Background: an optimization exercise with open tools, aiming at small area, a short achievable clock period and few clock cycles per item. Do not read the settings as production practice.
RTL that was checked went through simulation tests only; none was proved equivalent to the original.

==> flow/design.v <==
module joltage #(parameter int LENGTH = 100) (
    input logic clk, rst, start, data_valid,
    input logic [4*LENGTH-1:0] line_flat,
    output logic [15:0] joltage1_out,
    output logic [63:0] joltage2_out,
    output logic done
    );
    localparam int K    = 12;                
    localparam int HEAD = LENGTH - K + 1;    
    localparam int TL   = K - 1;             
    logic [3:0] line [0:LENGTH-1];
    genvar k;
    generate
        for (k = 0; k < LENGTH; k++) begin : unflatten
            assign line[k] = line_flat[4*k +: 4];
        end
    endgenerate
    function automatic logic ge4(input logic [3:0] a, input logic [3:0] b);
        logic r;
        r = a[0] | ~b[0];
        for (int i = 1; i < 4; i++) r = (a[i] & ~b[i]) | (~(~a[i] & b[i]) & r);
        ge4 = r;
    endfunction
    function automatic logic ge8(input logic [7:0] a, input logic [7:0] b);
        logic r;
        r = a[0] | ~b[0];
        for (int i = 1; i < 8; i++) r = (a[i] & ~b[i]) | (~(~a[i] & b[i]) & r);
        ge8 = r;
    endfunction
    function automatic logic [2*LENGTH-1:0] pfx2(input logic [LENGTH-1:0] x);
        logic [LENGTH-1:0] p1, p2;
        p1 = x;
        p2 = '0;
        for (int l = 0; (1 << l) < LENGTH; l++)
            for (int i = 0; i < LENGTH; i++)
                if ((i >> l) & 1) begin
                    p2[i] = p2[i] | p2[((i >> l) << l) - 1] | (p1[i] & p1[((i >> l) << l) - 1]);
                    p1[i] = p1[i] | p1[((i >> l) << l) - 1];
                end
        pfx2 = {p2[LENGTH-2:0], 1'b0, p1[LENGTH-2:0], 1'b0};
    endfunction
    function automatic logic two_ones(input logic [LENGTH-1:0] x);
        logic [LENGTH-1:0] p1, p2;
        int n;
        p1 = x;
        p2 = '0;
        for (n = LENGTH; n > 1; n = (n + 1) / 2)
            for (int i = 0; i < n / 2; i++) begin
                p2[i] = p2[2*i] | p2[2*i+1] | (p1[2*i] & p1[2*i+1]);
                p1[i] = p1[2*i] | p1[2*i+1];
                if (i == n / 2 - 1 && n % 2 == 1) begin
                    p2[i+1] = p2[n-1];
                    p1[i+1] = p1[n-1];
                end
            end
        two_ones = p2[0];
    endfunction
    function automatic logic [4+11-1:0] max11(input logic [43:0] d, input logic [10:0] c);
        logic [10:0] p [0:3];
        logic [10:0] m;
        logic h8, h4, h1, h0;
        for (int b = 0; b < 4; b++)
            for (int i = 0; i < 11; i++) p[b][i] = d[4*i+b];
        h8 = |(c & p[3]);
        h4 = |(c & p[2]);
        m = c & (h8 ? p[3] : (p[2] | {11{~h4}}));
        h1 = |(m & p[1]);
        m = m & (p[1] | {11{~h1}});
        h0 = |(m & p[0]);
        m = m & (p[0] | {11{~h0}});
        max11 = {h8, ~h8 & h4, h1, h0, m};
    endfunction
    logic waitd, sel, fin, first;
    logic [3:0] j;                   
    logic take2;                     
    always_ff @(posedge clk) begin : control
        if (rst) begin
            waitd <= 1'b0;
            sel   <= 1'b0;
            fin   <= 1'b0;
            done  <= 1'b0;
            first <= 1'b0;
            j     <= '0;
        end else begin
            fin   <= 1'b0;
            first <= 1'b0;
            if (start) begin
                waitd <= 1'b1;
                done  <= 1'b0;
            end
            if (waitd && data_valid) begin
                waitd <= 1'b0;
                sel   <= 1'b1;
                first <= 1'b1;
                j     <= '0;
            end
            if (sel) begin
                j <= j + 4'd1 + 4'(take2);
                if (j + 4'd1 + 4'(take2) == 4'(K)) begin
                    sel <= 1'b0;
                    fin <= 1'b1;
                end
            end
            if (fin)
                done <= 1'b1;
        end
    end
    logic [3:0] ln [0:LENGTH-1];
    always_ff @(posedge clk) begin : line_reg
        if (waitd)
            for (int i = 0; i < LENGTH; i++) ln[i] <= line[i];
    end
    logic [LENGTH-1:0] pl [0:3];
    always_comb begin
        for (int b = 0; b < 4; b++)
            for (int i = 0; i < LENGTH; i++) pl[b][i] = ln[i][b];
    end
    logic [3:0] nd;
    always_comb begin : next_digit
        nd = 4'd0;
        for (int t = 0; t < TL; t++)
            if (j == 4'(t)) nd = nd | ln[HEAD+t];
    end
    logic [LENGTH-1:0] act;          
    logic [TL+1:0] hiok;             
    logic [LENGTH-1:0] c4, c0, a1, a2;
    logic [3:0] mx;
    always_comb begin : select
        logic [9:1] any;
        logic [LENGTH-1:0] ge [1:9];
        c4 = act & {hiok[TL-1:0], {HEAD{1'b1}}};
        for (int v = 1; v <= 9; v++) begin
            for (int i = 0; i < LENGTH; i++) ge[v][i] = ln[i] >= 4'(v);
            any[v] = |(c4 & ge[v]);
        end
        mx = 4'd0;
        for (int v = 1; v <= 9; v++) if (any[v]) mx = 4'(v);
        for (int i = 0; i < LENGTH; i++) c0[i] = c4[i] & (ln[i] == mx);
        {a2, a1} = pfx2(c0);
        take2 = (a2[LENGTH-1] | (a1[LENGTH-1] & c0[LENGTH-1])) && ge4(mx, nd) && j != 4'(K - 1);
    end
    always_ff @(posedge clk) begin : select_seq
        if (waitd) begin
            act  <= '1;
            hiok <= '0;
        end else begin
            act  <= take2 ? a2 : a1;
            hiok <= take2 ? {hiok[TL-1:0], 2'b11} : {hiok[TL:0], 1'b1};
        end
    end
    logic [3:0] mreg, m0, m1, pd;
    logic two;                       
    logic pend;                      
    logic upd;                       
    logic [6:0] dd;                  
    logic [39:0] v;
    logic [63:0] sum;
    always_comb begin : horner_add
        upd = pend | two;
        dd = pend ? 7'(pd * 4'd10) + 7'(mreg) : 7'(mreg * 4'd11);
        sum = (fin ? joltage2_out : 64'd0) + (64'(v) << 6) + (64'(v) << 5) + (64'(v) << 2) + 64'(dd);
    end
    always_ff @(posedge clk) begin : horner
        mreg <= mx;
        two  <= take2;
        if (sel && j == 4'd0) begin
            m0 <= mx;
            if (take2) m1 <= mx;
        end
        if (sel && j == 4'd1) m1 <= mx;
        if (first) begin
            v    <= 40'd0;
            pend <= 1'b0;
        end else begin
            if (upd) v <= sum[39:0];
            if (pend == two) pd <= mreg;
            pend <= pend ^ ~two;
        end
    end
    logic [43:0] tdig;
    always_comb
        for (int t = 0; t < TL; t++) tdig[4*t +: 4] = ln[HEAD+t];
    logic [3:0] pm, rt, y;
    always_comb begin : tail
        logic [3:0] sf [0:TL-1];     
        logic [10:0] pmm;
        logic seen;
        sf[TL-1] = ln[LENGTH-1];
        for (int t = TL - 2; t >= 0; t--)
            sf[t] = ge4(ln[HEAD+t], sf[t+1]) ? ln[HEAD+t] : sf[t+1];
        rt = sf[1];
        {pm, pmm} = max11(tdig, 11'b01111111111);
        y = 4'd0;
        seen = 1'b0;
        for (int t = 0; t < TL - 1; t++) begin
            if (pmm[t] && !seen) y = sf[t+1];
            seen = seen | pmm[t];
        end
    end
    logic [7:0] t2r;
    logic [3:0] rtr;
    logic [6:0] p1v;
    always_ff @(posedge clk) begin : part1
        logic [7:0] ca, p;
        t2r <= {pm, y};
        rtr <= rt;
        ca = {m0, ge4(m1, rtr) ? m1 : rtr};
        p = ge8(ca, t2r) ? ca : t2r;
        p1v <= 7'(p[7:4] * 4'd10) + 7'(p[3:0]);
    end
    logic rst_q;
    always_ff @(posedge clk) rst_q <= rst;
    always_ff @(posedge clk) begin : totals
        if (rst_q) begin
            joltage1_out <= 16'd0;
            joltage2_out <= 64'd0;
        end else if (fin) begin
            joltage1_out <= joltage1_out + 16'(p1v);
            joltage2_out <= sum;
        end
    end
endmodule
==> flow/config.mk <==
export PLATFORM = sky130hd
export DESIGN_NAME = joltage
export DESIGN_NICKNAME = joltage
export VERILOG_FILES = /design/flow/design.v
export SDC_FILE = /design/flow/constraint.sdc
export NUM_CORES = 4
export LEC_CHECK = 0
export ABC_AREA = 1
export CAP_MARGIN = 20
export CORE_MARGIN = 2
export CORE_UTILIZATION = 40
export CTS_BUF_LIST = sky130_fd_sc_hd__clkbuf_8
export SLEW_MARGIN = 20
==> flow/constraint.sdc <==
create_clock -name core_clock -period 25.0 [get_ports {clk}]
set_input_delay 5.0000 -clock core_clock [delete_from_list [all_inputs] [get_ports {clk}]]
set_output_delay 5.0000 -clock core_clock [all_outputs]
set_load 0.01 [all_outputs]
standard.sh (not shown) runs the stock make flow with config.mk's settings and CLKGATE_MAP_FILE= SYNTH_SCRIPT=/design/flow/synth_recipe.tcl, a recipe that flattens the netlist after the stock synthesis.
==> flow/flow/run.sh <==
#!/bin/bash
# Standard layout with three changes to how it is made (the SDC, clock period
# and I/O delays are the design's, unchanged):
# - repair_timing is asked for a setup margin, so that it sizes and buffers
#   the design for the period it can reach rather than just 25 ns;
# - the port buffers are buf_1 cells instead of the default choice;
# - the clock tree uses clkbuf_8 cells (set in config.mk).
set -euo pipefail
export SETUP_SLACK_MARGIN=17
export BUFFER_PORTS_ARGS="-buffer_cell sky130_fd_sc_hd__buf_1"
bash standard.sh > standard.log 2>&1
==> next run, changes <==
--- a/flow/design.v
+++ b/flow/design.v
@@ -123,21 +123,22 @@
     end
     logic [LENGTH-1:0] act;          
     logic [TL+1:0] hiok;             
-    logic [LENGTH-1:0] c4, c0, a1, a2;
+    logic [LENGTH-1:0] c4, c2, c1, c0, a1, a2;
     logic [3:0] mx;
     always_comb begin : select
-        logic [9:1] any;
-        logic [LENGTH-1:0] ge [1:9];
+        logic h8, h4;
         c4 = act & {hiok[TL-1:0], {HEAD{1'b1}}};
-        for (int v = 1; v <= 9; v++) begin
-            for (int i = 0; i < LENGTH; i++) ge[v][i] = ln[i] >= 4'(v);
-            any[v] = |(c4 & ge[v]);
-        end
-        mx = 4'd0;
-        for (int v = 1; v <= 9; v++) if (any[v]) mx = 4'(v);
-        for (int i = 0; i < LENGTH; i++) c0[i] = c4[i] & (ln[i] == mx);
+        h8 = |(c4 & pl[3]);
+        h4 = |(c4 & pl[2]);
+        mx[3] = h8;
+        mx[2] = ~h8 & h4;
+        c2 = c4 & (h8 ? pl[3] : (pl[2] | {LENGTH{~h4}}));
+        mx[1] = |(c2 & pl[1]);
+        c1 = c2 & (pl[1] | {LENGTH{~mx[1]}});
+        mx[0] = |(c1 & pl[0]);
+        c0 = c1 & (pl[0] | {LENGTH{~mx[0]}});
         {a2, a1} = pfx2(c0);
-        take2 = (a2[LENGTH-1] | (a1[LENGTH-1] & c0[LENGTH-1])) && ge4(mx, nd) && j != 4'(K - 1);
+        take2 = (mx[0] ? two_ones(c1 & pl[0]) : two_ones(c1)) && ge4(mx, nd) && j != 4'(K - 1);
     end
     always_ff @(posedge clk) begin : select_seq
         if (waitd) begin
@@ -181,21 +182,12 @@
     always_comb
         for (int t = 0; t < TL; t++) tdig[4*t +: 4] = ln[HEAD+t];
     logic [3:0] pm, rt, y;
+    logic [10:0] pmm, aft;
     always_comb begin : tail
-        logic [3:0] sf [0:TL-1];     
-        logic [10:0] pmm;
-        logic seen;
-        sf[TL-1] = ln[LENGTH-1];
-        for (int t = TL - 2; t >= 0; t--)
-            sf[t] = ge4(ln[HEAD+t], sf[t+1]) ? ln[HEAD+t] : sf[t+1];
-        rt = sf[1];
         {pm, pmm} = max11(tdig, 11'b01111111111);
-        y = 4'd0;
-        seen = 1'b0;
-        for (int t = 0; t < TL - 1; t++) begin
-            if (pmm[t] && !seen) y = sf[t+1];
-            seen = seen | pmm[t];
-        end
+        aft = 11'(pfx2(100'(pmm)));
+        {y, aft} = {max11(tdig, aft)};
+        rt = 4'(max11(tdig, 11'b11111111110) >> 11);
     end
     logic [7:0] t2r;
     logic [3:0] rtr;
Effect: Utilization falls by 0.91 points. Flip-flop and latch count does not change. Area after synthesis falls by 7.1%. Routed wire length falls by 18%. Die area falls by 7.0%. Via count falls by 11%. Global-route usage falls by 4.3 points. Register-to-register slack loses 0.02 ns.
Testbench counts after the change, summed over its fixed seeds: cycles 2,384, lines 240.
The RTL of the first run of this note was laid out without a check of its function.

-- separate check: timing with driven ports --
The results above use ideal ports. As a check the final layouts listed here were re-extracted and re-timed, cells and wires unchanged.
Step 1: set_driving_cell puts a clkbuf_16 on clk and a buf_2 on each other input, an assumption about the parent block.
Step 2 also shifts input and output timing later by t, the mid clock arrival at the registers, as if the neighbouring blocks saw the same clock.
Slacks: ideal / step 1 / step 2; pairs: ideal / step 1.
run | shift t [ns] | setup slack, ns | hold WS [ns] | latest minus earliest clock arrival (ns) | worst data-port slew with drivers (ns)
the first run | 0.972 | 17.110 / 17.110 / 17.110 | 0.466 / 0.466 / 0.466 | 0.057 / 0.057 | 0.14
the second run | 0.895 | 17.088 / 17.088 / 17.088 | 0.465 / 0.465 / 0.465 | 0.037 / 0.037 | 0.12
After both steps setup and hold are still met in every run listed.
